From an optimization exercise on the open Yosys and OpenROAD flow, aimed at small area, a short achievable clock period and few clock cycles; shortcuts taken in it are not production practice.
RTL that was checked went through simulation tests only; none was proved equivalent to the original.

==> v16: inputs <==
==> flow/design.v (excerpt) <==
module  CONV(
	input		  clk,
	input		  reset,
	output		  busy,
	input		  ready,
	output [11:0] iaddr,
	input  [19:0] idata,
	output	 	  cwr,
	output [11:0] caddr_wr,
	output [19:0] cdata_wr,
	output	 	  crd,
	output [11:0] caddr_rd,
	input  [19:0] cdata_rd,
	output [ 2:0] csel
	);
localparam LAT = 2;    
reg        busy_r, done_r, run_r;
reg        zc_r;       
reg        prv_r;      
reg [11:0] rx_r;       
wire [11:0] ra_r = rx_r ^ 12'hfc0;
reg [ 3:0] rr_r;       
reg        rv_r;       
wire       l1_last;
reg        pool_on;    
assign busy  = busy_r;
assign iaddr = ra_r;
wire rlast = (rr_r == 4'd9);
always @(posedge clk or posedge reset) begin
	if (reset) begin
		busy_r    <= 1'b0;
		run_r     <= 1'b0;
		zc_r      <= 1'b1;
		prv_r     <= 1'b0;
		rx_r      <= 12'd0;       
		rr_r      <= 4'd0;
		rv_r      <= 1'b0;
	end else begin
		if (!busy_r && !done_r && ready) begin
			busy_r <= 1'b1;
			run_r  <= 1'b1;
		end
		if (l1_last) begin
			busy_r <= 1'b0;
			run_r  <= 1'b0;
		end
		if (run_r) begin
			if (rlast) begin
				rr_r  <= 4'd0;
				prv_r <= !zc_r || (ra_r[11:6] == 6'd63 && pool_on);
				if (zc_r) begin
  ...
==> module CONV, before the edit <==
module  CONV(
	input		  clk,
	input		  reset,
	output		  busy,
	input		  ready,
	output [11:0] iaddr,
	input  [19:0] idata,
	output	 	  cwr,
	output [11:0] caddr_wr,
	output [19:0] cdata_wr,
	output	 	  crd,
	output [11:0] caddr_rd,
	input  [19:0] cdata_rd,
	output [ 2:0] csel
	);
localparam LAT = 2;    
reg        busy_r, done_r, run_r;
reg        zc_r;       
reg        prv_r;      
reg [11:0] rx_r;       
wire [11:0] ra_r = rx_r ^ 12'hfc0;
reg [ 3:0] rr_r;       
reg        rv_r;       
wire       l1_last;
reg        pool_on;    
assign busy  = busy_r;
assign iaddr = ra_r;
wire rlast = (rr_r == 4'd9);
always @(posedge clk or posedge reset) begin
	if (reset) begin
		busy_r    <= 1'b0;
		run_r     <= 1'b0;
		zc_r      <= 1'b1;
		prv_r     <= 1'b0;
		rx_r      <= 12'd0;       
		rr_r      <= 4'd0;
		rv_r      <= 1'b0;
	end else begin
		if (!busy_r && !done_r && ready) begin
			busy_r <= 1'b1;
			run_r  <= 1'b1;
		end
		if (l1_last) begin
			busy_r <= 1'b0;
			run_r  <= 1'b0;
		end
		if (run_r) begin
			if (rlast) begin
				rr_r  <= 4'd0;
				prv_r <= !zc_r || (ra_r[11:6] == 6'd63 && pool_on);
				if (zc_r) begin
					zc_r <= 1'b0;
					rv_r <= (ra_r[11:6] != 6'd63);
				end else if (ra_r[5:0] == 6'd63) begin
					zc_r <= 1'b1;
					rv_r <= 1'b0;
					rx_r <= (ra_r - 12'd127) ^ 12'hfc0;    
				end else begin
					rx_r <= (ra_r - 12'd575) ^ 12'hfc0;    
					rv_r <= (ra_r[11:6] != 6'd8);
				end
			end else begin
				rr_r <= rr_r + 4'd1;
				if (!zc_r) begin
					rx_r <= (ra_r + 12'd64) ^ 12'hfc0;
					rv_r <= !(rr_r == 4'd8 && ra_r[11:6] == 6'd63);
				end
			end
		end
	end
end
reg [19:0] px [0:22];
reg        vld1;                   
integer i;
always @(posedge clk) begin
	px[0] <= rv_r ? idata : 20'd0;
	for (i = 1; i < 23; i = i + 1) px[i] <= px[i-1];
end
always @(posedge clk or posedge reset) begin
	if (reset) vld1 <= 1'b0;
	else       vld1 <= run_r && prv_r && (rr_r >= 4'd2);
end
wire [19:0] res;
convolution u_conv (
	.clk(clk),
	.t0(px[0]),  .t1(px[1]),  .t2(px[2]),
	.t3(px[10]), .t4(px[11]), .t5(px[12]),
	.t6(px[20]), .t7(px[21]), .t8(px[22]),
	.res(res)
);
reg [LAT-1:0] vpipe;
always @(posedge clk or posedge reset) begin
	if (reset) vpipe <= {LAT{1'b0}};
	else       vpipe <= {vpipe, vld1};
end
wire bnext   = vpipe[LAT-1];
reg  l0_done;
wire l0_next = bnext && !l0_done;
reg        cwr_r;
reg [ 2:0] csel_r;
reg [11:0] cad_r;
reg [19:0] cdat_r;
reg [11:0] wa_r;         
reg [ 9:0] lc_r;         
wire        l1_wr;       
wire [19:0] l1_val;
assign cwr      = cwr_r;
assign csel     = csel_r;
assign caddr_wr = cad_r;
assign cdata_wr = cdat_r;
assign l1_last  = cwr_r && done_r;
always @(posedge clk or posedge reset) begin
	if (reset) begin
		cwr_r <= 1'b0; csel_r <= 3'd1;
		wa_r <= 12'd0; l0_done <= 1'b0; lc_r <= 10'd0; done_r <= 1'b0;
	end else begin
		cwr_r <= (l0_next || l1_wr) && !done_r;
		if (l0_next) begin
			csel_r <= 3'd1;
			if (wa_r[8:6] != 3'd7) wa_r <= wa_r + 12'd64;
			else if (wa_r[5:0] == 6'd63) wa_r <= wa_r + 12'd1;
			else wa_r <= wa_r - 12'd447;
			if (wa_r == 12'd4095) l0_done <= 1'b1;
		end else begin
			csel_r <= l1_wr ? 3'd3 : 3'd1;
			if (l1_wr) begin
				lc_r <= lc_r + 10'd1;
				if (lc_r == 10'd1023) done_r <= 1'b1;
			end
		end
	end
end
always @(posedge clk) begin
	if (l0_next) begin
		cad_r  <= wa_r;
		cdat_r <= res;
	end else begin
		cad_r  <= {2'b00, lc_r[9:7], lc_r[1:0], lc_r[6:2]};
		cdat_r <= l1_val;
	end
end
always @(posedge clk or posedge reset) begin
	if (reset) pool_on <= 1'b0;
	else if (l0_next && wa_r == 12'd449) pool_on <= 1'b1;    
end
L1 u_pool (
	.clk(clk),
	.reset(reset),
	.rd_next(bnext && pool_on),
	.crd(crd),
	.caddr_rd(caddr_rd),
	.cdata_rd(cdata_rd),
	.wr(l1_wr),
	.val(l1_val)
);
endmodule
==> flow/config.mk <==
export PLATFORM = sky130hd
export DESIGN_NAME = CONV
export DESIGN_NICKNAME = CONV
export VERILOG_FILES = /design/flow/design.v
export SDC_FILE = /design/flow/constraint.sdc
export NUM_CORES = 4
export LEC_CHECK = 0
export CAP_MARGIN = 20
export CORE_MARGIN = 2
export CORE_UTILIZATION = 75
export CTS_BUF_LIST = sky130_fd_sc_hd__clkbuf_8
export CTS_CLUSTER_DIAMETER = 55
export CTS_CLUSTER_SIZE = 18
export SLEW_MARGIN = 20
export SYNTH_HIERARCHICAL = 1
export SYNTH_MINIMUM_KEEP_SIZE = 0
==> flow/constraint.sdc <==
create_clock -name core_clock -period 12.0 [get_ports {clk}]
set_input_delay 2.4000 -clock core_clock [delete_from_list [all_inputs] [get_ports {clk}]]
set_output_delay 2.4000 -clock core_clock [all_outputs]
set_load 0.01 [all_outputs]
standard.sh (not shown) runs the stock make flow with config.mk's settings and CLKGATE_MAP_FILE= SYNTH_SCRIPT=/design/flow/synth_recipe.tcl, a recipe that flattens the netlist after the stock synthesis.
==> flow/flow/run.sh <==
#!/bin/bash
# The standard layout (standard.sh), with two changes to how it is made; the
# constraints are unchanged:
#  - repair_timing aims for 8.5 ns of setup slack at the design's clock period;
#  - the port buffers that buffer_ports inserts on every input and output are buf_4 cells.
# Each tool's output is in orfs/logs/; make's own output is in make.log.
set -euo pipefail
bash standard.sh SETUP_SLACK_MARGIN=8.5 "BUFFER_PORTS_ARGS=-buffer_cell sky130_fd_sc_hd__buf_4" finish > make.log 2>&1
==> inputs of v32, as changes to v16 <==
--- a/flow/design.v
+++ b/flow/design.v
@@ -1197,21 +1197,14 @@
 reg s1_c33_1;
 reg s1_c34_0;
 reg s1_c34_1;
 reg s1_c35_0;
 reg s1_c35_1;
 reg s1_c36_0;
 reg s1_c36_1;
-reg s2_c12_0;
-reg s2_c12_1;
-reg s2_c13_0;
-reg s2_c13_1;
-reg s2_c14_0;
-reg s2_c14_1;
-reg s2_c15_0;
 reg s2_c16_0;
 reg s2_c16_1;
 reg s2_c17_0;
 reg s2_c17_1;
 reg s2_c18_0;
 reg s2_c18_1;
 reg s2_c19_0;
@@ -2288,15 +2281,15 @@
 assign w3001 = (w2941 & w2939) | (w2941 & 1'b0) | (w2939 & 1'b0);
 assign w3002 = w2890 ^ w2942 ^ 1'b1;
 assign w3003 = (w2890 & w2942) | (w2890 & 1'b1) | (w2942 & 1'b1);
 assign w3004 = w2944 ^ 1'b1 ^ 1'b0;
 assign w3005 = (w2944 & 1'b1) | (w2944 & 1'b0) | (1'b1 & 1'b0);
 assign w3006 = w2947 ^ w2945 ^ 1'b1;
 assign w3007 = (w2947 & w2945) | (w2947 & 1'b1) | (w2945 & 1'b1);
-wire [12:0] lowsum = {1'b0, {w2961, w2960, w2959, w2958, w2731, w2957, w2955, w2954, w2953, w2951, w2950, s1_c0_0}} + {1'b0, {w2962, 1'b0, w2893, 1'b0, 1'b0, w2614, w2956, 1'b0, s1_c3_0, w2952, 1'b0, 1'b0}};
+wire [16:0] lowsum = {1'b0, {w2968, w2967, w2965, w2963, w2961, w2960, w2959, w2958, w2731, w2957, w2955, w2954, w2953, w2951, w2950, s1_c0_0}} + {1'b0, {1'b0, w2899, w2966, w2964, w2962, 1'b0, w2893, 1'b0, 1'b0, w2614, w2956, 1'b0, s1_c3_0, w2952, 1'b0, 1'b0}};
 always @(posedge clk) begin
   s1_c0_0 <= w1000;
   s1_c1_0 <= w1003;
   s1_c1_1 <= w1001;
   s1_c2_0 <= w1004;
   s1_c2_1 <= w1666;
   s1_c3_0 <= w2116;
@@ -2459,21 +2452,14 @@
   s1_c33_1 <= w2603;
   s1_c34_0 <= w2608;
   s1_c34_1 <= w2606;
   s1_c35_0 <= w2611;
   s1_c35_1 <= w2609;
   s1_c36_0 <= w2114;
   s1_c36_1 <= w2612;
-  s2_c12_0 <= w2963;
-  s2_c12_1 <= w2964;
-  s2_c13_0 <= w2965;
-  s2_c13_1 <= w2966;
-  s2_c14_0 <= w2967;
-  s2_c14_1 <= w2899;
-  s2_c15_0 <= w2968;
   s2_c16_0 <= w2969;
   s2_c16_1 <= w2970;
   s2_c17_0 <= w2971;
   s2_c17_1 <= w2972;
   s2_c18_0 <= w2973;
   s2_c18_1 <= w2902;
   s2_c19_0 <= w2974;
@@ -2508,20 +2494,20 @@
   s2_c34_1 <= w3002;
   s2_c35_0 <= w3003;
   s2_c35_1 <= w3004;
   s2_c36_0 <= w3005;
   s2_c36_1 <= w3006;
   s2_c37_0 <= w3007;
   s2_c37_1 <= w2948;
-  s_cin <= lowsum[12];
+  s_cin <= lowsum[16];
 end
-wire [25:0] ra = {s2_c37_0, s2_c36_0, s2_c35_0, s2_c34_0, s2_c33_0, s2_c32_0, s2_c31_0, s2_c30_0, s2_c29_0, s2_c28_0, s2_c27_0, s2_c26_0, s2_c25_0, s2_c24_0, s2_c23_0, s2_c22_0, s2_c21_0, s2_c20_0, s2_c19_0, s2_c18_0, s2_c17_0, s2_c16_0, s2_c15_0, s2_c14_0, s2_c13_0, s2_c12_0};
-wire [25:0] rb = {s2_c37_1, s2_c36_1, s2_c35_1, s2_c34_1, s2_c33_1, s2_c32_1, 1'b0, s2_c30_1, s2_c29_1, s2_c28_1, s2_c27_1, s2_c26_1, s2_c25_1, s2_c24_1, s2_c23_1, s2_c22_1, s2_c21_1, s2_c20_1, 1'b0, s2_c18_1, s2_c17_1, s2_c16_1, 1'b0, s2_c14_1, s2_c13_1, s2_c12_1};
-wire [25:0] acc = ra + rb + s_cin;
-assign res = acc[25] ? 20'd0 : acc[23:4];
+wire [21:0] ra = {s2_c37_0, s2_c36_0, s2_c35_0, s2_c34_0, s2_c33_0, s2_c32_0, s2_c31_0, s2_c30_0, s2_c29_0, s2_c28_0, s2_c27_0, s2_c26_0, s2_c25_0, s2_c24_0, s2_c23_0, s2_c22_0, s2_c21_0, s2_c20_0, s2_c19_0, s2_c18_0, s2_c17_0, s2_c16_0};
+wire [21:0] rb = {s2_c37_1, s2_c36_1, s2_c35_1, s2_c34_1, s2_c33_1, s2_c32_1, 1'b0, s2_c30_1, s2_c29_1, s2_c28_1, s2_c27_1, s2_c26_1, s2_c25_1, s2_c24_1, s2_c23_1, s2_c22_1, s2_c21_1, s2_c20_1, 1'b0, s2_c18_1, s2_c17_1, s2_c16_1};
+wire [21:0] acc = ra + rb + s_cin;
+assign res = acc[21] ? 20'd0 : acc[19:0];
 endmodule
 module conv_fa(input a, input b, input c, output s, output co);
 assign s = a ^ b ^ c;
 assign co = (a & b) | (a & c) | (b & c);
 endmodule
 module conv_ha(input a, input b, output s, output co);
 assign s = a ^ b;
@@ -2531,40 +2517,42 @@
 module  L1(
 	input             clk,
 	input             reset,
 	input             rd_next,    
 	output            crd,
 	output     [11:0] caddr_rd,
 	input      [19:0] cdata_rd,
+	input             stop,       
 	output            wr,         
-	output     [19:0] val
+	output     [19:0] val,
+	output     [ 9:0] addr,
+	output            last        
 	);
 reg        crd_r, rd_d;
 reg [ 2:0] qd;          
 reg [19:0] rd_q;
 reg [11:0] q;           
-reg        qdone;
 reg signed [19:0] r1, r2;
 wire signed [19:0] d = rd_q;
 wire signed [19:0] mx = (r2 > d) ? r2 : d;
 assign crd = crd_r;
 assign caddr_rd = {q[11:9], q[3], q[0], q[1], q[8:4], q[2]};
 assign wr  = rd_d && (qd[2:1] == 2'd3);    
 assign val = mx;
+assign addr = {q[11:9], q[3], qd[0], q[8:4]};
+assign last = (q[11:3] == 9'h1ff) && qd[0];
 always @(posedge clk or posedge reset) begin
 	if (reset) begin
-		crd_r <= 1'b0; q <= 12'd0; qdone <= 1'b0; rd_d <= 1'b0; qd <= 3'd0;
+		crd_r <= 1'b0; q <= 12'd0; rd_d <= 1'b0; qd <= 3'd0;
 	end else begin
-		crd_r <= rd_next && !qdone;
+		crd_r <= rd_next && !stop;
 		rd_d  <= crd_r;
 		qd    <= q[2:0];
-		if (crd_r) begin
-			q <= q + 12'd1;
-			if (q == 12'd4095) qdone <= 1'b1;
-		end
+		if (crd_r) q[2:0] <= q[2:0] + 3'd1;
+		if (wr && qd[0]) q[11:3] <= q[11:3] + 9'd1;    
 	end
 end
 always @(posedge clk) begin
 	rd_q <= cdata_rd;    
 	r1 <= (qd[2:1] == 2'd0) ? d : mx;    
 	r2 <= r1;
 end
@@ -2669,60 +2657,61 @@
 reg  l0_done;
 wire l0_next = bnext && !l0_done;
 reg        cwr_r;
 reg [ 2:0] csel_r;
 reg [11:0] cad_r;
 reg [19:0] cdat_r;
 reg [11:0] wa_r;         
-reg [ 9:0] lc_r;         
 wire        l1_wr;       
 wire [19:0] l1_val;
+wire [ 9:0] l1_addr;
+wire        l1_end;      
 assign cwr      = cwr_r;
 assign csel     = csel_r;
 assign caddr_wr = cad_r;
 assign cdata_wr = cdat_r;
 assign l1_last  = cwr_r && done_r;
 always @(posedge clk or posedge reset) begin
 	if (reset) begin
 		cwr_r <= 1'b0; csel_r <= 3'd1;
-		wa_r <= 12'd0; l0_done <= 1'b0; lc_r <= 10'd0; done_r <= 1'b0;
+		wa_r <= 12'd0; l0_done <= 1'b0; done_r <= 1'b0;
 	end else begin
 		cwr_r <= (l0_next || l1_wr) && !done_r;
 		if (l0_next) begin
 			csel_r <= 3'd1;
 			if (wa_r[8:6] != 3'd7) wa_r <= wa_r + 12'd64;
 			else if (wa_r[5:0] == 6'd63) wa_r <= wa_r + 12'd1;
 			else wa_r <= wa_r - 12'd447;
 			if (wa_r == 12'd4095) l0_done <= 1'b1;
 		end else begin
 			csel_r <= l1_wr ? 3'd3 : 3'd1;
-			if (l1_wr) begin
-				lc_r <= lc_r + 10'd1;
-				if (lc_r == 10'd1023) done_r <= 1'b1;
-			end
+			if (l1_wr && l1_end) done_r <= 1'b1;
 		end
 	end
 end
 always @(posedge clk) begin
 	if (l0_next) begin
 		cad_r  <= wa_r;
 		cdat_r <= res;
 	end else begin
-		cad_r  <= {2'b00, lc_r[9:7], lc_r[1:0], lc_r[6:2]};
+		cad_r  <= {2'b00, l1_addr};
 		cdat_r <= l1_val;
 	end
 end
 always @(posedge clk or posedge reset) begin
 	if (reset) pool_on <= 1'b0;
 	else if (l0_next && wa_r == 12'd449) pool_on <= 1'b1;    
 end
 L1 u_pool (
 	.clk(clk),
 	.reset(reset),
 	.rd_next(bnext && pool_on),
 	.crd(crd),
 	.caddr_rd(caddr_rd),
 	.cdata_rd(cdata_rd),
+	.stop(done_r),
 	.wr(l1_wr),
-	.val(l1_val)
+	.val(l1_val),
+	.addr(l1_addr),
+	.last(l1_end)
 );
 endmodule
==> flow/flow/run.sh (replaced) <==
#!/bin/bash
# The standard layout (standard.sh), with two changes to how it is made; the
# constraints are unchanged:
#  - repair_timing aims for 8.4 ns of setup slack at the design's clock period;
#  - the port buffers that buffer_ports inserts on every input and output are buf_4 cells.
# Each tool's output is in orfs/logs/; make's own output is in make.log.
set -euo pipefail
bash standard.sh SETUP_SLACK_MARGIN=8.4 "BUFFER_PORTS_ARGS=-buffer_cell sky130_fd_sc_hd__buf_4" finish > make.log 2>&1
CORE_UTILIZATION = 65   (was 75)
CTS_BUF_LIST = sky130_fd_sc_hd__clkbuf_16   (was sky130_fd_sc_hd__clkbuf_8)
CTS_CLUSTER_DIAMETER = 80   (was 55)
CTS_CLUSTER_SIZE = 30   (was 18)
==> inputs of v12, as changes to v16 <==
--- a/flow/design.v
+++ b/flow/design.v
@@ -2590,15 +2590,14 @@
 reg        zc_r;       
 reg        prv_r;      
 reg [11:0] rx_r;       
 wire [11:0] ra_r = rx_r ^ 12'hfc0;
 reg [ 3:0] rr_r;       
 reg        rv_r;       
 wire       l1_last;
-reg        pool_on;    
 assign busy  = busy_r;
 assign iaddr = ra_r;
 wire rlast = (rr_r == 4'd9);
 always @(posedge clk or posedge reset) begin
 	if (reset) begin
 		busy_r    <= 1'b0;
 		run_r     <= 1'b0;
@@ -2615,15 +2614,15 @@
 		if (l1_last) begin
 			busy_r <= 1'b0;
 			run_r  <= 1'b0;
 		end
 		if (run_r) begin
 			if (rlast) begin
 				rr_r  <= 4'd0;
-				prv_r <= !zc_r || (ra_r[11:6] == 6'd63 && pool_on);
+				prv_r <= !zc_r;
 				if (zc_r) begin
 					zc_r <= 1'b0;
 					rv_r <= (ra_r[11:6] != 6'd63);
 				end else if (ra_r[5:0] == 6'd63) begin
 					zc_r <= 1'b1;
 					rv_r <= 1'b0;
 					rx_r <= (ra_r - 12'd127) ^ 12'hfc0;    
@@ -2707,14 +2706,15 @@
 		cad_r  <= wa_r;
 		cdat_r <= res;
 	end else begin
 		cad_r  <= {2'b00, lc_r[9:7], lc_r[1:0], lc_r[6:2]};
 		cdat_r <= l1_val;
 	end
 end
+reg pool_on;
 always @(posedge clk or posedge reset) begin
 	if (reset) pool_on <= 1'b0;
 	else if (l0_next && wa_r == 12'd449) pool_on <= 1'b1;    
 end
 L1 u_pool (
 	.clk(clk),
 	.reset(reset),
==> flow/flow/run.sh (replaced) <==
#!/bin/bash
# The standard layout (standard.sh), with two changes to how it is made; the
# constraints are unchanged:
#  - repair_timing aims for 9 ns of setup slack at the design's clock period;
#  - the port buffers that buffer_ports inserts on every input and output are buf_4 cells.
# Each tool's output is in orfs/logs/; make's own output is in make.log.
set -euo pipefail
bash standard.sh SETUP_SLACK_MARGIN=9 "BUFFER_PORTS_ARGS=-buffer_cell sky130_fd_sc_hd__buf_4" finish > make.log 2>&1
CORE_UTILIZATION = 65   (was 75)
==> qor summary <==
Synth-to-Final Area Change: v12 19.8%; v32 10.2%; v16 11.8%
Least setup slack across all paths after layout: v12 8240 ps; v32 8350 ps; v16 8270 ps
Met3 Wirelength: v12 17700 um; v32 16900 um; v16 20600 um
Tot GR Track Use: v12 40.5%; v32 39.6%; v16 45.6%
Final Cycle Share: v12 31.3%; v32 30.4%; v16 31.1%
Share of the synthesized area in the top cell type: v12 45.7%; v32 46.6%; v16 45.8%
R2R cell count: v12 24; v32 5; v16 6
First-pass GRT wire length: v12 187000 um; v32 181000 um; v16 185000 um
Number of placement rows: v12 94; v32 93; v16 87
Area share of xor/xnor cells in the synthesized design: v12 1.21%; v32 0.895%; v16 1.23%
Total Die Area: v12 67900 um2; v32 66800 um2; v16 58800 um2
Met1 routing resource usage after global routing: v12 53.6%; v32 53.8%; v16 56.4%
Synth cell types: v12 80; v32 81; v16 75
Synthesized netlist cell count: v12 2799; v32 2724; v16 2800
Run status: v12 finished clean; v32 finished clean; v16 finished clean
Testbench counts of v16, summed over its fixed seeds: cycles 62,844.
Testbench counts of v32, summed over its fixed seeds: cycles 62,844.
For v12, only the layout was checked, not whether the RTL still works.

[port drivers added, routing unchanged]
Ports are ideal in the flow. The routed layouts listed here were re-timed in OpenROAD. Step 1, drivers: a clkbuf_16 drives clk and a buf_2 each remaining input, both assumed. Step 2 times the ports against the registers' clock, not the clock port: input delays grow and output delays shrink by t, the midpoint of the rising clock arrivals with the driver on. Three values: no drivers, after step 1, after step 2; two values: the first two.
| run | t (ns) | slack for setup (ns) | worst register clock-pin slew, ns | pins driven straight from the clock port |
|---|---|---|---|---|
| v16 | 0.744 | 8.273 / 8.212 / 8.475 | 0.12 / 0.12 | 1 |
| v32 | 0.690 | 8.349 / 8.279 / 8.378 | 0.12 / 0.12 | 1 |
| v12 | 0.772 | 8.244 / 8.181 / 8.528 | 0.11 / 0.11 | 1 |
After both steps setup and hold are still met in every run listed.
